Source: an optimization exercise on an open RTL-to-GDS flow (aim: small area and few clock cycles). Production flows keep margins and buffers that such runs may drop.
Only simulation tests tie the RTL to the original design; equivalence was not proved.

==> flow/design.v <==
`timescale 1ns / 1ns
module rca #(parameter int W = 32) (
    input  wire [W-1:0] a,
    input  wire [W-1:0] b,
    input  wire         cin,
    output wire [W-1:0] sum,
    output wire         cout
);
  assign {cout, sum} = {1'b0, a} + {1'b0, b} + {{W{1'b0}}, cin};
endmodule
module rinc #(parameter int W = 32) (
    input  wire [W-1:0] a,
    input  wire         cin,
    output wire [W-1:0] sum
);
  assign sum = a + {{(W-1){1'b0}}, cin};
endmodule
module cneg #(parameter int W = 32) (
    input  wire [W-1:0] a,
    input  wire         neg,
    output wire [W-1:0] y
);
  rinc #(W) inc (.a(a ^ {W{neg}}), .cin(neg), .sum(y));
endmodule
`timescale 1ns / 1ns
module md_row (
    input  wire        div,
    input  wire [33:0] x,
    input  wire [32:0] a,
    input  wire        bj,
    input  wire        negj,
    input  wire [31:0] dx,
    input  wire        dcin,
    input  wire        nbit_n,
    output wire [33:0] xo,
    output wire        bit_o
);
  wire [32:0] pp = (a ^ {33{negj}}) & {33{bj}};
  wire [33:0] y = div ? {2'b01, dx} : {pp[32], pp};
  wire [33:0] s;
  wire co;
  rca #(34) add (.a(x), .b(y), .cin(div ? dcin : (bj & negj)), .sum(s), .cout(co));
  wire q = s[33];
  assign bit_o = div ? q : s[0];
  assign xo = div ? {1'b0, q ? s[31:0] : x[31:0], nbit_n} : {s[33], s[33:1]};
endmodule
module mdu_step (
    input  wire        div,
    input  wire [32:0] ma,        
    input  wire [7:0]  mb,        
    input  wire        mneg7,     
    input  wire [33:0] x_i,
    output wire [33:0] x_o,
    output wire [7:0]  obyte,
    input  wire [31:0] dn,        
    input  wire [1:0]  cyc,       
    input  wire [31:0] dx,        
    input  wire        dcin,
    output wire [7:0]  qbyte
);
  logic [7:0] nbyte;
  always_comb begin
    case (cyc)
      2'd0: nbyte = dn[31:24];
      2'd1: nbyte = dn[23:16];
      2'd2: nbyte = dn[15:8];
      default: nbyte = dn[7:0];
    endcase
  end
  wire [8:0] nb = {nbyte, 1'b0};   
  wire [33:0] x [9];
  wire [7:0] bits;
  assign x[0] = {x_i[33:1], div ? nb[8] : x_i[0]};
  genvar j;
  for (j = 0; j < 8; j = j + 1) begin : row
    md_row r (.div(div), .x(x[j]), .a(ma), .bj(mb[j]), .negj(j == 7 ? mneg7 : 1'b0),
              .dx(dx), .dcin(dcin), .nbit_n(nb[7-j]), .xo(x[j+1]), .bit_o(bits[j]));
  end
  assign x_o = x[8];
  assign obyte = bits;
  for (j = 0; j < 8; j = j + 1) begin : qb
    assign qbyte[7-j] = bits[j];
  end
endmodule
`timescale 1ns / 1ns
module rf_aoi222 (
    input logic a0, b0, a1, b1, a2, b2,
    output logic y
);
  assign y = ~((a0 & b0) | (a1 & b1) | (a2 & b2));
endmodule
module rf_read_bit (
    input logic [31:1] d,
    input logic [31:1] s,
    output logic y
);
  logic [10:0] g;
  genvar k;
  for (k = 0; k < 10; k++) begin : grp
    rf_aoi222 u (.a0(d[3*k+1]), .b0(s[3*k+1]), .a1(d[3*k+2]), .b1(s[3*k+2]),
                 .a2(d[3*k+3]), .b2(s[3*k+3]), .y(g[k]));
  end
  assign g[10] = ~(d[31] & s[31]);
  assign y = ~&g;
endmodule
module RegFile (
    input logic [4:0] rd,
    input logic [31:0] rd_data,
    input logic [4:0] rs1,
    output logic [31:0] rs1_data,
    input logic [4:0] rs2,
    output logic [31:0] rs2_data,
    input logic clk,
    input logic we,
    input logic rst
);
  logic [32*32-1:32] regs;
  logic [31:1] valid;
  always_ff @(posedge clk) begin
    for (int i = 1; i < 32; i++) begin
      if (we && rd == 5'(i)) regs[i*32+:32] <= rd_data;
    end
  end
  always_ff @(posedge clk) begin
    if (rst) begin
      valid <= '0;
    end else begin
      for (int i = 1; i < 32; i++) begin
        if (we && rd == 5'(i)) valid[i] <= 1'b1;
      end
    end
  end
  logic [31:1] sel1, sel2;
  always_comb begin
    for (int i = 1; i < 32; i++) begin
      sel1[i] = valid[i] && rs1 == 5'(i);
      sel2[i] = valid[i] && rs2 == 5'(i);
    end
  end
  genvar b;
  for (b = 0; b < 32; b++) begin : rdbit
    logic [31:1] col;
    for (genvar i = 1; i < 32; i++) begin : c
      assign col[i] = regs[i*32+b];
    end
    rf_read_bit p1 (.d(col), .s(sel1), .y(rs1_data[b]));
    rf_read_bit p2 (.d(col), .s(sel2), .y(rs2_data[b]));
  end
endmodule
module DatapathSingleCycle (
    input wire clk,
    input wire rst,
    output logic halt,
    output logic [31:0] pc_to_imem,
    input wire [31:0] insn_from_imem,
    output logic [31:0] addr_to_dmem,
    input logic [31:0] load_data_from_dmem,
    output logic [31:0] store_data_to_dmem,
    output logic [3:0] store_we_to_dmem
);
  wire [31:0] insn = insn_from_imem;
  wire [4:0] opc = insn[6:2];
  wire [2:0] f3 = insn[14:12];
  wire [4:0] insn_rd = insn[11:7];
  wire [4:0] insn_rs1 = insn[19:15];
  wire [4:0] insn_rs2 = insn[24:20];
  wire is_load = opc == 5'b00000;
  wire is_store = opc == 5'b01000;
  wire is_branch = opc == 5'b11000;
  wire is_jalr = opc == 5'b11001;
  wire is_jal = opc == 5'b11011;
  wire is_opimm = opc == 5'b00100;
  wire is_op = opc == 5'b01100;
  wire is_system = opc == 5'b11100;
  wire is_auipc = opc == 5'b00101;
  wire is_lui = opc == 5'b01101;
  wire is_m = is_op & insn[25];
  wire [31:0] imm_i = {{20{insn[31]}}, insn[31:20]};
  wire [31:0] imm_s = {{20{insn[31]}}, insn[31:25], insn[11:7]};
  wire [31:0] imm_b = {{19{insn[31]}}, insn[31], insn[7], insn[30:25], insn[11:8], 1'b0};
  wire [31:0] imm_j = {{11{insn[31]}}, insn[31], insn[19:12], insn[20], insn[30:21], 1'b0};
  wire [31:0] imm_u = {insn[31:12], 12'd0};
  logic [31:0] rs1_data, rs2_data, rd_data;
  logic we;
  logic [4:0] wr_rd;
  RegFile rf (
      .clk(clk), .rst(rst), .we(we), .rd(wr_rd), .rd_data(rd_data),
      .rs1(insn_rs1), .rs2(insn_rs2), .rs1_data(rs1_data), .rs2_data(rs2_data));
  logic [31:2] pc;
  assign pc_to_imem = {pc, 2'b00};
  wire [31:2] pc_plus4;
  rinc #(30) pcinc (.a(pc), .cin(1'b1), .sum(pc_plus4));
  wire use_rs2 = is_op | is_branch;
  wire [31:0] opb = use_rs2 ? rs2_data : (is_store ? imm_s : imm_i);
  wire do_sub = is_branch | ((is_op | is_opimm) & (f3 == 3'b010 || f3 == 3'b011))
              | (is_op & f3 == 3'b000 & insn[30]);
  wire [31:0] sum;
  wire carry;
  rca #(32) alu_add (.a(rs1_data), .b(opb ^ {32{do_sub}}), .cin(do_sub), .sum(sum), .cout(carry));
  wire lt_u = ~carry;
  wire lt_s = (rs1_data[31] ^ opb[31]) ? rs1_data[31] : sum[31];
  wire eq = sum == 32'd0;
  wire cond = f3[2] ? (f3[1] ? lt_u : lt_s) : eq;
  wire taken = is_branch & (cond ^ f3[0]);
  wire [31:0] pc_imm = is_branch ? imm_b : (is_jal ? imm_j : imm_u);
  wire [31:2] pc_sum;
  wire pc_co;
  rca #(30) pcadd (.a(pc), .b(pc_imm[31:2]), .cin(1'b0), .sum(pc_sum), .cout(pc_co));
  wire [4:0] shamt = is_op ? rs2_data[4:0] : insn[24:20];
  wire sh_left = ~f3[2];
  logic [31:0] rs1_rev, sh_res_rev;
  always_comb for (int i = 0; i < 32; i++) rs1_rev[i] = rs1_data[31-i];
  wire [31:0] sh_in = sh_left ? rs1_rev : rs1_data;
  wire sh_fill = insn[30] & rs1_data[31] & ~sh_left;
  wire [32:0] sh_wide = $signed({sh_fill, sh_in}) >>> shamt;
  wire [31:0] sh_out = sh_wide[31:0];
  always_comb for (int i = 0; i < 32; i++) sh_res_rev[i] = sh_out[31-i];
  wire [31:0] sh_res = sh_left ? sh_res_rev : sh_out;
  logic [31:0] alu_res;
  always_comb begin
    case (f3)
      3'b000: alu_res = sum;
      3'b001: alu_res = sh_res;
      3'b010: alu_res = {31'd0, lt_s};
      3'b011: alu_res = {31'd0, lt_u};
      3'b100: alu_res = rs1_data ^ opb;
      3'b101: alu_res = sh_res;
      3'b110: alu_res = rs1_data | opb;
      default: alu_res = rs1_data & opb;
    endcase
  end
  wire [1:0] off = sum[1:0];
  wire [31:0] ld = load_data_from_dmem;
  wire [7:0] lbyte = off[1] ? (off[0] ? ld[31:24] : ld[23:16]) : (off[0] ? ld[15:8] : ld[7:0]);
  wire [7:0] lhi = off[1] ? ld[31:24] : ld[15:8];
  logic [31:0] load_res;
  always_comb begin
    case (f3[1:0])
      2'b00: load_res = {{24{~f3[2] & lbyte[7]}}, lbyte};
      2'b01: load_res = {{16{~f3[2] & lhi[7]}}, lhi, lbyte};
      default: load_res = ld;
    endcase
  end
  assign addr_to_dmem = {sum[31:2], 2'b00};
  always_comb begin
    case (f3[1:0])
      2'b00: store_data_to_dmem = {4{rs2_data[7:0]}};
      2'b01: store_data_to_dmem = {2{rs2_data[15:0]}};
      default: store_data_to_dmem = rs2_data;
    endcase
  end
  always_comb begin
    store_we_to_dmem = 4'b0000;
    if (is_store && !stall) begin
      case (f3[1:0])
        2'b00: store_we_to_dmem = 4'b0001 << off;
        2'b01: store_we_to_dmem = off[1] ? 4'b1100 : 4'b0011;
        default: store_we_to_dmem = 4'b1111;
      endcase
    end
  end
  logic m_pend;           
  logic [1:0] m_step;
  logic [31:0] m_a, m_b;  
  logic [2:0] m_f3;
  logic [4:0] m_rd;
  logic [33:0] m_x;       
  logic [31:0] m_lo;      
  wire m_is_div = m_f3[2];
  wire a_signed = m_f3[0] ^ m_f3[1];   
  wire b_signed = m_f3[1:0] == 2'b01;   
  wire [32:0] ma = {a_signed & m_a[31], m_a};
  logic [7:0] mbyte;
  always_comb begin
    case (m_step)
      2'd0: mbyte = m_b[7:0];
      2'd1: mbyte = m_b[15:8];
      2'd2: mbyte = m_b[23:16];
      default: mbyte = m_b[31:24];
    endcase
  end
  wire mneg7 = (m_step == 2'd3) & b_signed;
  wire d_signed = ~m_f3[0];   
  wire a_neg = d_signed & m_a[31];
  wire b_neg = d_signed & m_b[31];
  wire [31:0] dn;
  cneg #(32) negn (.a(m_a), .neg(a_neg), .y(dn));
  wire [31:0] dx = m_b ^ {32{~b_neg}};
  wire m_first = m_step == 2'd0;
  wire [33:0] x_o;
  wire [7:0] obyte, qbyte;
  mdu_step mstep (
      .div(m_is_div), .ma(ma), .mb(mbyte), .mneg7(mneg7), .x_i(m_first ? 34'd0 : m_x),
      .x_o(x_o), .obyte(obyte),
      .dn(dn), .cyc(m_step), .dx(dx), .dcin(~b_neg), .qbyte(qbyte));
  wire [31:0] lo_n = {m_is_div ? qbyte : obyte, m_lo[31:8]};
  wire [31:0] r_lo = lo_n;
  wire b_zero = m_b == 32'd0;
  wire d_neg = m_f3[1] ? a_neg : ((a_neg ^ b_neg) & ~b_zero);
  wire [31:0] quot = {r_lo[7:0], r_lo[15:8], r_lo[23:16], r_lo[31:24]};
  wire [31:0] d_mag = m_f3[1] ? x_o[32:1] : quot;   
  wire [31:0] div_res;
  cneg #(32) negr (.a(d_mag), .neg(d_neg), .y(div_res));
  wire [31:0] mul_res = (m_f3[1:0] == 2'b00) ? r_lo : x_o[31:0];   
  wire [31:0] m_res = m_is_div ? div_res : mul_res;
  wire m_ready = m_pend & (m_step == 2'd3);
  wire uses_rs1 = is_load | is_store | is_branch | is_jalr | is_opimm | is_op;
  wire uses_rs2 = is_store | is_branch | is_op;
  logic we_main;
  wire m_rd_nz = m_rd != 5'd0;
  wire m_raw = m_rd_nz & ((uses_rs1 & insn_rs1 == m_rd) | (uses_rs2 & insn_rs2 == m_rd));
  wire m_waw = m_rd_nz & we_main & insn_rd == m_rd;
  wire stall = m_pend & (is_m ? (~m_ready | m_raw) : (m_raw | m_waw));
  wire m_issue = is_m & ~stall;
  wire main_write = we_main & ~stall;
  wire m_write = m_ready & ~main_write;
  always_ff @(posedge clk) begin
    if (rst) begin
      m_pend <= 1'b0;
    end else if (m_issue) begin
      m_pend <= 1'b1;
    end else if (m_write) begin
      m_pend <= 1'b0;
    end
    if (rst) m_step <= 2'd3;
    else if (m_issue) m_step <= 2'd0;
    else if (m_step != 2'd3) m_step <= m_step + 2'd1;
    if (m_issue) begin
      m_a <= rs1_data;
      m_b <= rs2_data;
      m_f3 <= f3;
      m_rd <= insn_rd;
    end else if (m_step != 2'd3) begin
      m_x <= x_o;
      m_lo <= lo_n;
    end
  end
  logic [31:0] main_data;
  always_comb begin
    we_main = 1'b0;
    main_data = alu_res;
    if (is_load) begin
      we_main = 1'b1;
      main_data = load_res;
    end else if (is_opimm) begin
      we_main = 1'b1;
      main_data = alu_res;
    end else if (is_op) begin
      we_main = ~is_m;
      main_data = alu_res;
    end else if (is_lui) begin
      we_main = 1'b1;
      main_data = imm_u;
    end else if (is_auipc) begin
      we_main = 1'b1;
      main_data = {pc_sum, 2'b00};
    end else if (is_jal | is_jalr) begin
      we_main = 1'b1;
      main_data = {pc_plus4, 2'b00};
    end
  end
  assign we = main_write | m_write;
  assign rd_data = m_write ? m_res : main_data;
  assign wr_rd = m_write ? m_rd : insn_rd;
  assign halt = is_system;
  always_ff @(posedge clk) begin
    if (rst) pc <= 30'd0;
    else if (!stall) begin
      if (is_jalr) pc <= sum[31:2];
      else if (is_jal | taken) pc <= pc_sum;
      else pc <= pc_plus4;
    end
  end
endmodule
==> flow/flow/run.sh <==
#!/bin/bash
# Layout flow: the standard flow (standard.sh), with synthesis run through
# flow/synth_area.tcl instead of synth_recipe.tcl. That script is
# synth_recipe.tcl with ripple-carry adders (flow/alu_ripple.v), the register
# file's read-port gate groups kept whole through mapping, and an
# area-oriented ABC script (flow/abc_area_map.script). Registers are mapped
# before any of this and stay as the standard synthesis makes them.
# Logs: synth.log (synthesis), layout.log (the rest of the flow).
set -euo pipefail
here=$(pwd)
sed "s#SYNTH_SCRIPT=[^ ]*#SYNTH_SCRIPT=$here/flow/synth_area.tcl#" standard.sh > standard_area.sh
grep -q "SYNTH_SCRIPT=$here/flow/synth_area.tcl" standard_area.sh
bash standard_area.sh synth > synth.log 2>&1
bash standard.sh > layout.log 2>&1
==> flow/flow/abc_area_map.script <==
strash
dch
amap
strash
dch
amap
topo
stime -c
==> flow/flow/alu_ripple.v <==
// Ripple-carry $alu for the layout flow: each bit's sum and carry are the
// xor and majority of its two operand bits and the incoming carry, which the
// adder step then maps to one full-adder cell per bit. (ORFS's default builds
// a Kogge-Stone carry tree, which the 200 ns clock does not need.)
(* techmap_celltype = "$alu" *)
module _80_alu_ripple (A, B, CI, BI, X, Y, CO);
	parameter A_SIGNED = 0;
	parameter B_SIGNED = 0;
	parameter A_WIDTH = 1;
	parameter B_WIDTH = 1;
	parameter Y_WIDTH = 1;

	(* force_downto *)
	input [A_WIDTH-1:0] A;
	(* force_downto *)
	input [B_WIDTH-1:0] B;
	(* force_downto *)
	output [Y_WIDTH-1:0] X, Y;

	input CI, BI;
	(* force_downto *)
	output [Y_WIDTH-1:0] CO;

	(* force_downto *)
	wire [Y_WIDTH-1:0] A_buf, B_buf;
	\$pos #(.A_SIGNED(A_SIGNED), .A_WIDTH(A_WIDTH), .Y_WIDTH(Y_WIDTH)) A_conv (.A(A), .Y(A_buf));
	\$pos #(.A_SIGNED(B_SIGNED), .A_WIDTH(B_WIDTH), .Y_WIDTH(Y_WIDTH)) B_conv (.A(B), .Y(B_buf));

	(* force_downto *)
	wire [Y_WIDTH-1:0] AA = A_buf;
	(* force_downto *)
	wire [Y_WIDTH-1:0] BB = BI ? ~B_buf : B_buf;

	(* force_downto *)
	wire [Y_WIDTH:0] C;
	assign C[0] = CI;
	genvar i;
	generate
		for (i = 0; i < Y_WIDTH; i = i + 1) begin : bitn
			assign Y[i] = AA[i] ^ BB[i] ^ C[i];
			assign C[i+1] = (AA[i] & BB[i]) | (AA[i] & C[i]) | (BB[i] & C[i]);
		end
	endgenerate

	assign CO = C[Y_WIDTH:1];
	assign X = AA ^ BB;
endmodule
==> flow/flow/synth_area.tcl <==
# The standard flow's synthesis script (synth_recipe.tcl) with two changes to how the
# logic is mapped (registers are mapped before either step and stay as the
# standard synthesis makes them):
#  - $alu cells become ripple-carry adders (flow/alu_ripple.v) instead of
#    ORFS's Kogge-Stone carry trees;
#  - the register file's read-port AND-OR-invert groups (module rf_aoi222)
#    are kept as modules through mapping, so that each maps to one
#    a222oi cell, and flattened afterwards like the rest;
#  - the final ABC mapping uses an area-oriented script
#    (flow/abc_area_map.script, ABC's amap) instead of ORFS's delay-oriented
#    one.
set ::flow_dir [file normalize [file dirname [info script]]]
proc synth {args} {
  yosys setattr -mod -set keep_hierarchy 1 rf_aoi222
  set out {}
  foreach a $args {
    if {[string match "*lcu_kogge_stone.v" $a]} { set a [file join $::flow_dir alu_ripple.v] }
    lappend out $a
  }
  yosys synth -nofsm -noshare {*}$out
}
proc abc {args} {
  set i [lsearch -exact $args -script]
  if {$i >= 0} { lset args [expr {$i + 1}] [file join $::flow_dir abc_area_map.script] }
  yosys abc {*}$args
}
source $::env(SCRIPTS_DIR)/synth.tcl
# left out here: clear keep_hierarchy, flatten, clean up, hide names made inside functions, write 1_2_yosys.v
==> flow/standard.sh <==
#!/bin/bash
# synth_recipe.tcl (not shown) runs the flow's synth.tcl, then flattens the netlist and writes it again
# the make line also repeats each setting of config.mk as NAME=value (left out here)
make -C /OpenROAD-flow-scripts/flow DESIGN_CONFIG=/design/flow/config.mk WORK_HOME=/design/flow/orfs CLKGATE_MAP_FILE= SYNTH_SCRIPT=/design/flow/synth_recipe.tcl "${@:-finish}"
==> flow/config.mk <==
export PLATFORM = sky130hd
export DESIGN_NAME = DatapathSingleCycle
export DESIGN_NICKNAME = DatapathSingleCycle
export VERILOG_FILES = /design/flow/design.v
export SDC_FILE = /design/flow/constraint.sdc
export NUM_CORES = 4
export LEC_CHECK = 0
export ABC_AREA = 1
export CAP_MARGIN = 10
export CORE_MARGIN = 2
export CORE_UTILIZATION = 50
export CTS_CLUSTER_DIAMETER = 80
export CTS_CLUSTER_SIZE = 24
export PLACE_DENSITY = 0.6
export SLEW_MARGIN = 10
==> flow/constraint.sdc <==
create_clock -name core_clock -period 200.0 [get_ports {clk}]
set_input_delay 40.0000 -clock core_clock [delete_from_list [all_inputs] [get_ports {clk}]]
set_output_delay 40.0000 -clock core_clock [all_outputs]
set_load 0.01 [all_outputs]
==> notes.md, run 1 <==
- RSZ-0062 raised after global routing: no
- Post-route setup TNS: 0 ns
- First-pass GRT wire length: 442 mm
- Gr ovfl total: 0
- Worst R2R End: rf.regs[223]
- Critical-path top delay cell: clkinv_1
- CTS tree: done
- Sequential-to-total area share from yosys stat: 0.514
- Post-synth cell types: 48
- Clock sink count: 1186
- Hold/Removal Path Class: reg -> reg
- CP Capture Type: flop
- Slew @ Worst Pin: 1.26 ns
- Layout area overhead: 14.7%
- Met2 routed WL: 136 mm
- Cells after Synth: 5708
- Worst Reg-to-Reg Cells: 386
- Mapped Area: 68100 µm²
- Synth Flop Type: edfxtp_1
- Number of port buffers: 160
- Core ar.: 135000 µm²
- Clock slew at reported path FFs: 0.10 ns
- Iteration-0 DRC Markers: 13000
- Setup Skew: 0.0876 ns
- Top Layer Used: met5
- Row Count: 135
- Min-delay src: m_lo[22]
- CTS H-Tree Depth: 3
- Worst Path Required: 200.36 ns
- Cts bufs inserted: 71
- WS Path Type: reg -> reg
- CP most frequent cell: fa_1
- Reported max-cap violation count: 0
- Crit path DAT: 144.34 ns
- Ratio of cells with drive above 1 in the final layout: 0.102
- R2r startpoint: m_a[31]
- CP Max Fanout: 36
- R2r setup slk: 56.02 ns
- GP Congestion: 1.06
- I/O pin count: 167
- CTS Buffer Depth: 3
- Fin crit share: 0.720
- Critical path origin: m_a[31]
- Effective utilization at floorplan: 0.503
- Mean Syn Cell Area: 11.9 µm²
- Initial antenna violation count: 20
- # nets final: 6868
- Die height: 373 µm
- Status: timing/DRC/antenna clean
- Final Critical Period: 143.98 ns
- Startpoint types: flop
- FMAX: 0.00695 GHz
- Hold slack: 0.465 ns
- Slew Limit Headroom: 0.149
- Hold-fix buffers, CTS: 0
- Final setup fails: 0
- Die ar.: 139000 µm²
- Placed cells: 8025
- Total wire length: 316 mm
- Pin count of the biggest net entering global routing: 74
- Vias in the first global route: 59300
- Worst skew pair latency: 0.75 ns
- Synth Register Bits: 1186
- Max Slew Vio Count: 0
- Final ANT Viol Nets: 0
- Met1 WL: 109 mm
- Met3 wire length: 41.9 mm
- DIE WIDTH: 373 µm
- Post-synth EDFFs: 1122
- DRC Markers: 0
- Post-CTS setup buffers: 0
- Max incr delay on CP: 0.87 ns
- Final Hold Vio Count: 0
- All-layer global routing usage: 0.444
- Avg WL per Cell: 38.9 µm
- Non-filler cells, final: 8141
- Via density per instance: 7.70
- Clock tree root driver cell: clkbuf_16
- Worst setup endpoint: rf.regs[223]
- Synth async-reset ratio: 0
- Pre-antenna DRT Iters: 14
- Yosys warnings: 3
- Detailed-route via count: 62700
- PostCTS Resize Cnt: 0
- Detail Placement HPWL: 219 mm
-- cell usage in the layout (no fill, tap or decap), types with 14 or more instances in the layout --
| cell type | instances |
|---|---|
| o22a_1 | 89 |
| a22oi_1 | 117 |
| a31oi_1 | 16 |
| a221oi_1 | 30 |
| o32a_1 | 14 |
| nor3_2 | 56 |
| o221ai_1 | 52 |
| a211oi_1 | 21 |
| o21ai_0 | 371 |
| nor3_1 | 70 |
| o22ai_1 | 483 |
| nand2_1 | 286 |
| o2111ai_1 | 14 |
| clkbuf_16 | 72 |
| dfxtp_1 | 64 |
| o21a_1 | 57 |
| o32ai_1 | 15 |
| nor2_4 | 32 |
| a222oi_1 | 663 |
| nor4_1 | 17 |
| edfxtp_1 | 1122 |
| buf_4 | 385 |
| fa_1 | 323 |
| a21oi_1 | 345 |
| ha_1 | 161 |
| nand4_1 | 166 |
| nor2_1 | 551 |
| clkdlybuf4s50_1 | 157 |
| clkinv_1 | 357 |
| o21ai_1 | 14 |
-- synthesized netlist by cell type, types with 13 or more instances --
| master | instances | area share |
|---|---|---|
| edfxtp_1 | 1122 | 0.49 |
| a222oi_1 | 663 | 0.097 |
| nor2_1 | 588 | 0.032 |
| o22ai_1 | 490 | 0.045 |
| o21ai_0 | 392 | 0.029 |
| clkinv_1 | 359 | 0.020 |
| a21oi_1 | 353 | 0.026 |
| fa_1 | 323 | 0.095 |
| nand2_1 | 286 | 0.016 |
| nand4_1 | 166 | 0.015 |
| ha_1 | 161 | 0.030 |
| nor3_1 | 126 | 0.0093 |
| a22oi_1 | 117 | 0.013 |
| o22a_1 | 93 | 0.012 |
| dfxtp_1 | 64 | 0.019 |
| o21a_1 | 57 | 0.0063 |
| o221ai_1 | 52 | 0.0067 |
| a221oi_1 | 30 | 0.0039 |
| o32ai_1 | 26 | 0.0033 |
| nor4_1 | 24 | 0.0022 |
| a31oi_1 | 22 | 0.0020 |
| a211oi_1 | 21 | 0.0023 |
| a32oi_1 | 18 | 0.0023 |
| o2111ai_1 | 15 | 0.0019 |
| o32a_1 | 14 | 0.0021 |
| a21boi_0 | 13 | 0.0014 |
-- worst min path at each step --
stage          cells past startpoint  slack, ns  endpoint
3_3_place_gp                       0       0.44  m_lo[23]
5_1_grt                            0       0.49  m_lo[14]
6_report                           0       0.47  m_lo[14]
3_5_place_dp                       0       0.44  m_lo[23]
4_1_cts                            0       0.46  m_lo[23]
2_1_floorplan                      0       0.43  m_lo[12]
-- Yosys stat by module (local to each module, per instance) --
module | copies in the design | cell area [µm²]
DatapathSingleCycle | 1 | 61700
rf_aoi222 | 640 | 10.0
-- kinds of logic (layout without fill, tap and decap cells) --
family,count (synthesis),in the layout,synth area share
other cells,1,14,0.0000551
compound gates,2431,2431,0.262
flops,1186,1186,0.514
simple gates,1235,1235,0.0791
fa+ha+maj,484,484,0.125
buf+inv,371,1010,0.0211
-- flip-flops by register name, indices dropped and copies added (netlist names), 5 cells and up --
register,count
rf.regs,992
m_x,34
m_a,32
m_b,32
rf.valid,31
pc,30
m_lo,24
m_rd,5
-- critical path, delay by kind of cell, from the launching register on --
family	cells	cell delay, ns
AOI/OAI and AO/OA	33	6.18
buffers and inverters	26	5.72
DFF	1	0.51
adders and majority gates	317	129.60
and+or+nand+nor	10	1.43
-- layout make-up --
type | count | area, µm²
Fill cell | 11400 | 57200
Sequential cell | 1186 | 35000
Multi-Input combinational cell | 4154 | 32700
Timing Repair Buffer | 546 | 4490
Tap cell | 1781 | 2230
Clock buffer | 75 | 1820
Inverter | 359 | 1350
Clock inverter | 30 | 449
Antenna cell | 10 | 25.0
-- metrics by stage --
| stage | cell area, µm² | worst slack, ns | utilization |
|---|---|---|---|
| 5_1_grt | 78100 | 50.63 | 0.577 |
| 4_1_cts | 78000 | 55.76 | 0.577 |
| 3_5_place_dp | 75800 | 56.01 | 0.560 |
| 3_3_place_gp | 75800 | 56.74 | 0.560 |
| 6_report | 78100 | 56.02 | 0.577 |
| 2_1_floorplan | 68100 | 38.70 | - |
-- routing by layer --
layer,up-vias,global-route usage
met4,16,0.329
met5,-,0
met2,5144,0.662
li1,25600,-
met3,1076,0.117
met1,30900,0.557
Testbench counts, summed over its fixed seeds: cycles 45,563.
==> run 2: changes to the inputs <==
--- a/flow/config.mk
+++ b/flow/config.mk
@@ -6,10 +6,10 @@
 export NUM_CORES = 4
 export LEC_CHECK = 0
 export ABC_AREA = 1
-export CAP_MARGIN = 10
+export CAP_MARGIN = 20
 export CORE_MARGIN = 2
 export CORE_UTILIZATION = 50
 export CTS_CLUSTER_DIAMETER = 80
 export CTS_CLUSTER_SIZE = 24
 export PLACE_DENSITY = 0.6
-export SLEW_MARGIN = 10
+export SLEW_MARGIN = 20
==> run 2 against run 1 <==
  * Still clean on timing, DRC and antenna
  * Clock-buffer cell count increased by 3
  * Fmax up 0.34%
  * Critical endpoint is now rf.regs[191]
==> notes.md, run 2 <==
- Most frequent cells in the layout: edfxtp_1, a222oi_1, nor2_1 (unchanged)
- Status: timing/DRC/antenna clean (unchanged)
- Pre-antenna DRT Iters: 12 (was 14)
- Synth Register Bits: 1186 (unchanged)
- All-layer global routing usage: 0.444 (about the same)
- Clock sink count: 1186 (unchanged)
- Post-synth cell types: 48 (unchanged)
- Clock tree root driver cell: clkbuf_16 (unchanged)
- DRC Markers: 0 (unchanged)
- Hold depth: 0 (unchanged)
- Critical-path top delay cell: fa_1 (was clkinv_1)
- Most common cell after layout, fill and taps aside: edfxtp_1 (unchanged)
- CTS tree: done (unchanged)
- Effective utilization at floorplan: 0.503 (unchanged)
- Slew Limit Headroom: 0.160 (was 0.149)
- R2r setup slk: 56.52 ns (was 56.02 ns)
- M1 GR Usage: 0.556 (was 0.557)
- Gr ovfl total: 0 (unchanged)
- Post-route setup TNS: 0 ns (unchanged)
- CTS Buffer Depth: 3 (unchanged)
- Cell family with most CP delay: adder cells (unchanged)
- Post-synth top cells: edfxtp_1, a222oi_1, nor2_1, o22ai_1, o21ai_0 (unchanged)
- Pre-CTS worst setup slack: 55.98 ns (was 56.01 ns)
- Worst R2R End: rf.regs[191] (was rf.regs[223])
- Core ar.: 135000 µm² (unchanged)
- Max incr delay on CP: 0.58 ns (was 0.87 ns)
- Cells after Synth: 5708 (unchanged)
- First-pass GRT wire length: 442 mm (about the same)
- PostCTS Resize Cnt: 0 (unchanged)
- Max Slew Vio Count: 0 (unchanged)
- Detailed-route via count: 62800 (was 62700)
- Pin count of the biggest net entering global routing: 74 (unchanged)
- CTS H-Tree Depth: 3 (unchanged)
- Slew @ Worst Pin: 1.25 ns (was 1.26 ns)
- Vias in the first global route: 59400 (was 59300)
- DIE WIDTH: 373 µm (unchanged)
- Crit path DAT: 143.89 ns (was 144.34 ns)
- Startpoint types: flop (unchanged)
- GRT busiest layer: met2 (unchanged)
- Biggest register: rf.regs (unchanged)
- Worst Path Required: 200.41 ns (was 200.36 ns)
- Post-synth EDFFs: 1122 (unchanged)
- Sequential-to-total area share from yosys stat: 0.514 (unchanged)
- Final ANT Viol Nets: 0 (unchanged)
- Final Critical Period: 143.48 ns (was 143.98 ns)
- Yosys warnings: 3 (unchanged)
- R2r startpoint: m_a[31] (unchanged)
- GP Congestion: 1.06 (unchanged)
- CP most frequent cell: fa_1 (unchanged)
- Hold worst-path end: m_lo[14] (unchanged)
- Detail Placement HPWL: 219 mm (about the same)
- Ratio of cells with drive above 1 in the final layout: 0.103 (was 0.102)
- Synth area leaders: edfxtp_1, a222oi_1, fa_1, o22ai_1, nor2_1 (unchanged)
- Avg WL per Cell: 38.9 µm (about the same)
- GR Layer Usage met3: 0.121 (was 0.117)
- Via density per instance: 7.71 (was 7.70)
- RSZ-0062 raised after global routing: no (unchanged)
- Synth Flop Type: edfxtp_1 (unchanged)
- Cts bufs inserted: 72 (was 71)
- Layout area overhead: 14.9% (was 14.7%)
- # nets final: 6871 (was 6868)
- Min-delay src: m_lo[22] (unchanged)
- Final Hold Vio Count: 0 (unchanged)
- CP Capture Type: flop (unchanged)
- Number of port buffers: 160 (unchanged)
- Hold-fix buffers, CTS: 0 (unchanged)
- Worst Slack Setup Final: 56.52 ns (was 56.02 ns)
- Post-CTS setup buffers: 0 (unchanged)
- Cell taking the most area after synthesis: edfxtp_1 (unchanged)
- Mean Syn Cell Area: 11.9 µm² (unchanged)
- Worst skew pair latency: 0.76 ns (was 0.75 ns)
- Setup Skew: 0.0783 ns (was 0.0876 ns)
- Iteration-0 DRC Markers: 13300 (was 13000)
- Most common cell in the netlist: edfxtp_1 (unchanged)
- Final setup fails: 0 (unchanged)
- Clock slew at reported path FFs: 0.10 ns (about the same)
- Synth async-reset ratio: 0 (unchanged)
- Mapped Area: 68100 µm² (unchanged)
- Die height: 373 µm (unchanged)
- WS Path Type: reg -> reg (unchanged)
- Reported max-cap violation count: 0 (unchanged)
- I/O pin count: 167 (unchanged)
- FMAX: 0.00697 GHz (was 0.00695 GHz)
- Total wire length: 317 mm (was 316 mm)
- Die ar.: 139000 µm² (unchanged)
- Row Count: 135 (unchanged)
- Hold/Removal Path Class: reg -> reg (unchanged)
- Fin crit share: 0.717 (was 0.720)
- Largest regs: rf.regs (992), m_x (34) (unchanged)
- Met2 Use GR: 0.653 (was 0.662)
- Worst Reg-to-Reg Cells: 387 (was 386)
- Initial antenna violation count: 17 (was 20)
- CP Max Fanout: 36 (unchanged)
- Number of flip-flops in the largest register: 992 (unchanged)
- Buf/Inv on CP: 27 (was 26)
- Share of the synthesized area in the top cell type: 0.495 (unchanged)
-- run 2: worst register-to-register path: cells and delay by family, from the launching register on --
kind | cells | cell delay [ns]
adder cells (fa/ha/maj) | 318 | 130.03
buffers and inverters | 27 | 5.31
flip-flops | 1 | 0.50
AND/OR/NAND/NOR | 9 | 1.36
AO/OA/AOI/OAI | 33 | 5.94
-- run 2: metal layers --
layer	vias to the layer above	wire [µm]
met5	-	86
met3	1059	42700
met2	5263	136000
met1	30800	109000
met4	12	30100
li1	25700	-
-- run 2: worst max path at each step --
stage          depth (start not counted)  startpoint  slack, ns       endpoint
5_1_grt                              389     m_a[31]      51.22    rf.regs[63]
3_5_place_dp                         386     m_a[31]      55.98   rf.regs[543]
3_3_place_gp                         385     m_f3[0]      56.74   rf.regs[543]
6_report                             387     m_a[31]      56.52   rf.regs[191]
2_1_floorplan                        340     m_f3[2]      38.70  rf.regs[1023]
4_1_cts                              386     m_a[31]      55.77    rf.regs[63]
-- run 2: layout make-up --
| class | count | area, µm² |
|---|---|---|
| antenna | 5 | 12.5 |
| clock buffer | 78 | 1860 |
| clock inverter | 35 | 510 |
| fill | 11300 | 57100 |
| inverter | 359 | 1350 |
| multi-input combinational | 4154 | 32800 |
| sequential | 1186 | 35000 |
| tap | 1781 | 2230 |
| timing repair buffer | 548 | 4540 |
-- run 2: Yosys stat by module (local to each module, per instance) --
module               cells  flops+latches  area [µm²]
DatapathSingleCycle   5068           1186       61700
rf_aoi222                1              0        10.0
-- run 2: stage by stage --
stage | std cells | hold slack, ns | instance area, µm² | utilization
after floorplan | 5711 | 0.435 | 68100 | -
after global placement | 8025 | 0.437 | 75800 | 0.560
after detailed placement | 8026 | 0.445 | 75800 | 0.560
after CTS | 8139 | 0.465 | 78100 | 0.578
after global routing | 8142 | 0.488 | 78200 | 0.578
final | 8146 | 0.468 | 78200 | 0.578
-- run 2: kinds of logic after synthesis --
| logic type | count (synthesis) | share of synthesized area |
|---|---|---|
| adders and majority gates | 484 | 0.125 |
| and+or+nand+nor | 1235 | 0.0791 |
| buffers and inverters | 371 | 0.0211 |
| other | 1 | 0.0000551 |
| AOI/OAI and AO/OA | 2431 | 0.262 |
| DFF | 1186 | 0.514 |
==> run 3: changes to the inputs <==
--- a/flow/design.v
+++ b/flow/design.v
@@ -309,17 +309,18 @@
   logic we_main;
   wire m_rd_nz = m_rd != 5'd0;
   wire m_raw = m_rd_nz & ((uses_rs1 & insn_rs1 == m_rd) | (uses_rs2 & insn_rs2 == m_rd));
-  wire m_waw = m_rd_nz & we_main & insn_rd == m_rd;
-  wire stall = m_pend & (is_m ? (~m_ready | m_raw) : (m_raw | m_waw));
+  wire m_over = m_rd_nz & (we_main | is_m) & insn_rd == m_rd;
+  wire stall = m_pend & (m_raw | (is_m & ~m_ready & ~m_over));
   wire m_issue = is_m & ~stall;
   wire main_write = we_main & ~stall;
   wire m_write = m_ready & ~main_write;
+  wire m_drop = m_pend & m_over & ~stall;
   always_ff @(posedge clk) begin
     if (rst) begin
       m_pend <= 1'b0;
     end else if (m_issue) begin
       m_pend <= 1'b1;
-    end else if (m_write) begin
+    end else if (m_write | m_drop) begin
       m_pend <= 1'b0;
     end
     if (rst) m_step <= 2'd3;
==> run 3 against run 2 <==
  * Highest routed layer unchanged
  * Final cell count about the same
  * Critical path depth is 6 higher
  * Sequential share of layout area shrank 0.054 points
  * Still clean on timing, DRC and antenna
  * Synthesized cell count shrank 0.32%
  * Fmax fell by 0.28%
  * Register-to-register slack got worse by 0.41 ns
  * Via count increased by 1.9%
  * Critical endpoint is now rf.regs[671]
  * Non-clock buffer count increased by 18
  * Die area shrank 0.15%
  * Critical path type unchanged
==> notes.md, run 3 <==
- Pre-antenna DRT Iters: 12 (unchanged)
- Biggest register: rf.regs (unchanged)
- CP Capture Type: flop (unchanged)
- Share of the synthesized area in the top cell type: 0.496 (was 0.495)
- CTS H-Tree Depth: 3 (unchanged)
- Hold slack: 0.491 ns (was 0.468 ns)
- Row Count: 135 (unchanged)
- Post-route setup TNS: 0 ns (unchanged)
- Fillers: 11400 (was 11300)
- Worst skew pair latency: 0.76 ns (about the same)
- Most common cell after layout, fill and taps aside: edfxtp_1 (unchanged)
- GP Congestion: 1.08 (was 1.06)
- Cts bufs inserted: 70 (was 72)
- Cells after Synth: 5690 (was 5708)
- Setup Skew: 0.0996 ns (was 0.0783 ns)
- Cell taking the most area after synthesis: edfxtp_1 (unchanged)
- CTS Buffer Depth: 3 (unchanged)
- Largest regs: rf.regs (992), m_x (34) (unchanged)
- Effective utilization at floorplan: 0.503 (about the same)
- First-pass GRT wire length: 464 mm (was 442 mm)
- Avg WL per Cell: 41.2 µm (was 38.9 µm)
- All-layer global routing usage: 0.473 (was 0.444)
- Final Hold Vio Count: 0 (unchanged)
- Synth async-reset ratio: 0 (unchanged)
- Gr ovfl total: 0 (unchanged)
- Clock sink count: 1186 (unchanged)
- Detailed-route via count: 64000 (was 62800)
- Iteration-0 DRC Markers: 14600 (was 13300)
- Hold/Removal Path Class: reg -> reg (unchanged)
- Most common cell in the netlist: edfxtp_1 (unchanged)
- DIE WIDTH: 373 µm (about the same)
- Yosys warnings: 3 (unchanged)
- Synth Register Bits: 1186 (unchanged)
- PostCTS Resize Cnt: 0 (unchanged)
- Reported max-cap violation count: 0 (unchanged)
- DRC Markers: 0 (unchanged)
- CP Max Fanout: 36 (unchanged)
- Crit path DAT: 144.38 ns (was 143.89 ns)
- Die height: 373 µm (about the same)
- RSZ-0062 raised after global routing: no (unchanged)
- Core ar.: 135000 µm² (about the same)
- Pin count of the biggest net entering global routing: 98 (was 74)
- Slew Limit Headroom: 0.113 (was 0.160)
- # nets final: 6869 (was 6871)
- Mean Syn Cell Area: 11.9 µm² (about the same)
- Most frequent cells in the layout: edfxtp_1, a222oi_1, nor2_1 (unchanged)
- CTS tree: done (unchanged)
- I/O pin count: 167 (unchanged)
- CP most frequent cell: fa_1 (unchanged)
- Non-filler cells, final: 8152 (was 8146)
- Detail Placement HPWL: 231 mm (was 219 mm)
- Clock slew at reported path FFs: 0.10 ns (about the same)
- Total wire length: 336 mm (was 317 mm)
- Mapped Area: 68000 µm² (was 68100 µm²)
- Post-synth EDFFs: 1122 (unchanged)
- Max incr delay on CP: 0.59 ns (was 0.58 ns)
- FMAX: 0.00695 GHz (was 0.00697 GHz)
- Placed cells: 8026 (unchanged)
- WS Path Type: reg -> reg (unchanged)
- Clock tree root driver cell: clkbuf_16 (unchanged)
- Final ANT Viol Nets: 0 (unchanged)
- Synth area leaders: edfxtp_1, a222oi_1, fa_1, o22ai_1, nor2_1 (unchanged)
- Vias in the first global route: 60600 (was 59400)
- Slew @ Worst Pin: 1.33 ns (was 1.25 ns)
- Critical-path top delay cell: clkinv_1 (was fa_1)
- Status: timing/DRC/antenna clean (unchanged)
- Ratio of cells with drive above 1 in the final layout: 0.106 (was 0.103)
- Final setup fails: 0 (unchanged)
- Layout area overhead: 15.2% (was 14.9%)
- Startpoint types: flop (unchanged)
- Post-synth cell types: 47 (was 48)
- Initial antenna violation count: 26 (was 17)
- Number of flip-flops in the largest register: 992 (unchanged)
- Max Slew Vio Count: 0 (unchanged)
- Sequential-to-total area share from yosys stat: 0.514 (about the same)
- Final Critical Period: 143.89 ns (was 143.48 ns)
- Number of port buffers: 160 (unchanged)
- Post-synth top cells: edfxtp_1, a222oi_1, nor2_1, o22ai_1, o21ai_0 (unchanged)
- Worst Path Required: 200.48 ns (was 200.41 ns)
- Die ar.: 139000 µm² (about the same)
- Synth Flop Type: edfxtp_1 (unchanged)
- Hold-fix buffers, CTS: 0 (unchanged)
- Fin crit share: 0.719 (was 0.717)
- Via density per instance: 7.85 (was 7.71)
- Post-CTS setup buffers: 0 (unchanged)
run 3: Yosys stat by module (local to each module, per instance):
| module | cell area [µm²] | times used |
|---|---|---|
| DatapathSingleCycle | 61600 | 1 |
| rf_aoi222 | 10.0 | 640 |
run 3: layout make-up:
type / instances / area [µm²] / area share
antenna: 17 / 42.5 / 0.000543
clock buffer: 77 / 1790 / 0.0228
clock inverter: 30 / 442 / 0.00564
inverter: 377 / 1420 / 0.0181
multi-input combinational: 4118 / 32700 / 0.418
sequential: 1186 / 35000 / 0.447
tap: 1781 / 2230 / 0.0285
timing repair buffer: 566 / 4690 / 0.0599
run 3: worst paths after layout:
| path | start | endpoint | slack, ns | depth (start not counted) |
|---|---|---|---|---|
| worst max register to register | m_a[31] | rf.regs[671] | 56.11 | 393 |
| worst max-delay path | m_a[31] | rf.regs[671] | 56.11 | 393 |
| worst min register to register | rf.valid[25] | rf.valid[25] | 0.49 | 2 |
| worst min-delay path | rf.valid[25] | rf.valid[25] | 0.49 | 2 |
run 3: through the flow:
stage	setup WS (ns)	cell area, µm²	utilization
4_1_cts	55.61	78200	0.579
5_1_grt	50.48	78300	0.579
6_report	56.11	78300	0.580
2_1_floorplan	37.89	68000	-
3_3_place_gp	57.10	76000	0.562
3_5_place_dp	55.85	76000	0.562
run 3: routing by layer:
metal / GRT usage / part of all wire / vias to the layer above
li1: - / - / 25700
met1: 0.577 / 0.33 / 31300
met2: 0.693 / 0.43 / 5600
met3: 0.147 / 0.14 / 1400
met4: 0.384 / 0.10 / 20
met5: 0 / 0.00041 / -
run 3: logic make-up after synthesis:
| family | synth area share |
|---|---|
| adder cells (fa/ha/maj) | 0.125 |
| buffers and inverters | 0.0221 |
| flip-flops | 0.514 |
| other | 0.0000552 |
| AO/OA/AOI/OAI | 0.263 |
| AND/OR/NAND/NOR | 0.0754 |
run 3: worst max-delay path: cells and delay by family (launching register included):
family	cells	cell delay [ns]
adders and majority gates	318	129.45
buffers and inverters	33	6.66
AOI/OAI and AO/OA	34	5.71
and+or+nand+nor	8	1.02
DFF	1	0.54
Testbench counts of run 3, summed over its fixed seeds: cycles 45,169.

separate check: timing with driven ports:
No port has a modelled driver above. Below, the same layouts with a new extraction and two added sets of constraints. Step 1: set_driving_cell puts a clkbuf_16 on clk and a buf_2 on each other input, an assumption about the parent block. Step 2 also shifts input and output timing later by t, the mid clock arrival at the registers, as if the neighbouring blocks saw the same clock. Three values: ideal, step 1, step 2; two values: the first two.
| run | t (ns) | setup slack, ns | worst setup path after step 2 |
|---|---|---|---|
| run 1 | 0.794 | 56.022 / 56.022 / 56.022 | register to register |
| run 2 | 0.811 | 56.515 / 56.515 / 56.515 | register to register |
| run 3 | 0.800 | 56.106 / 56.106 / 56.106 | register to register |
After both steps setup and hold are still met in every run listed.
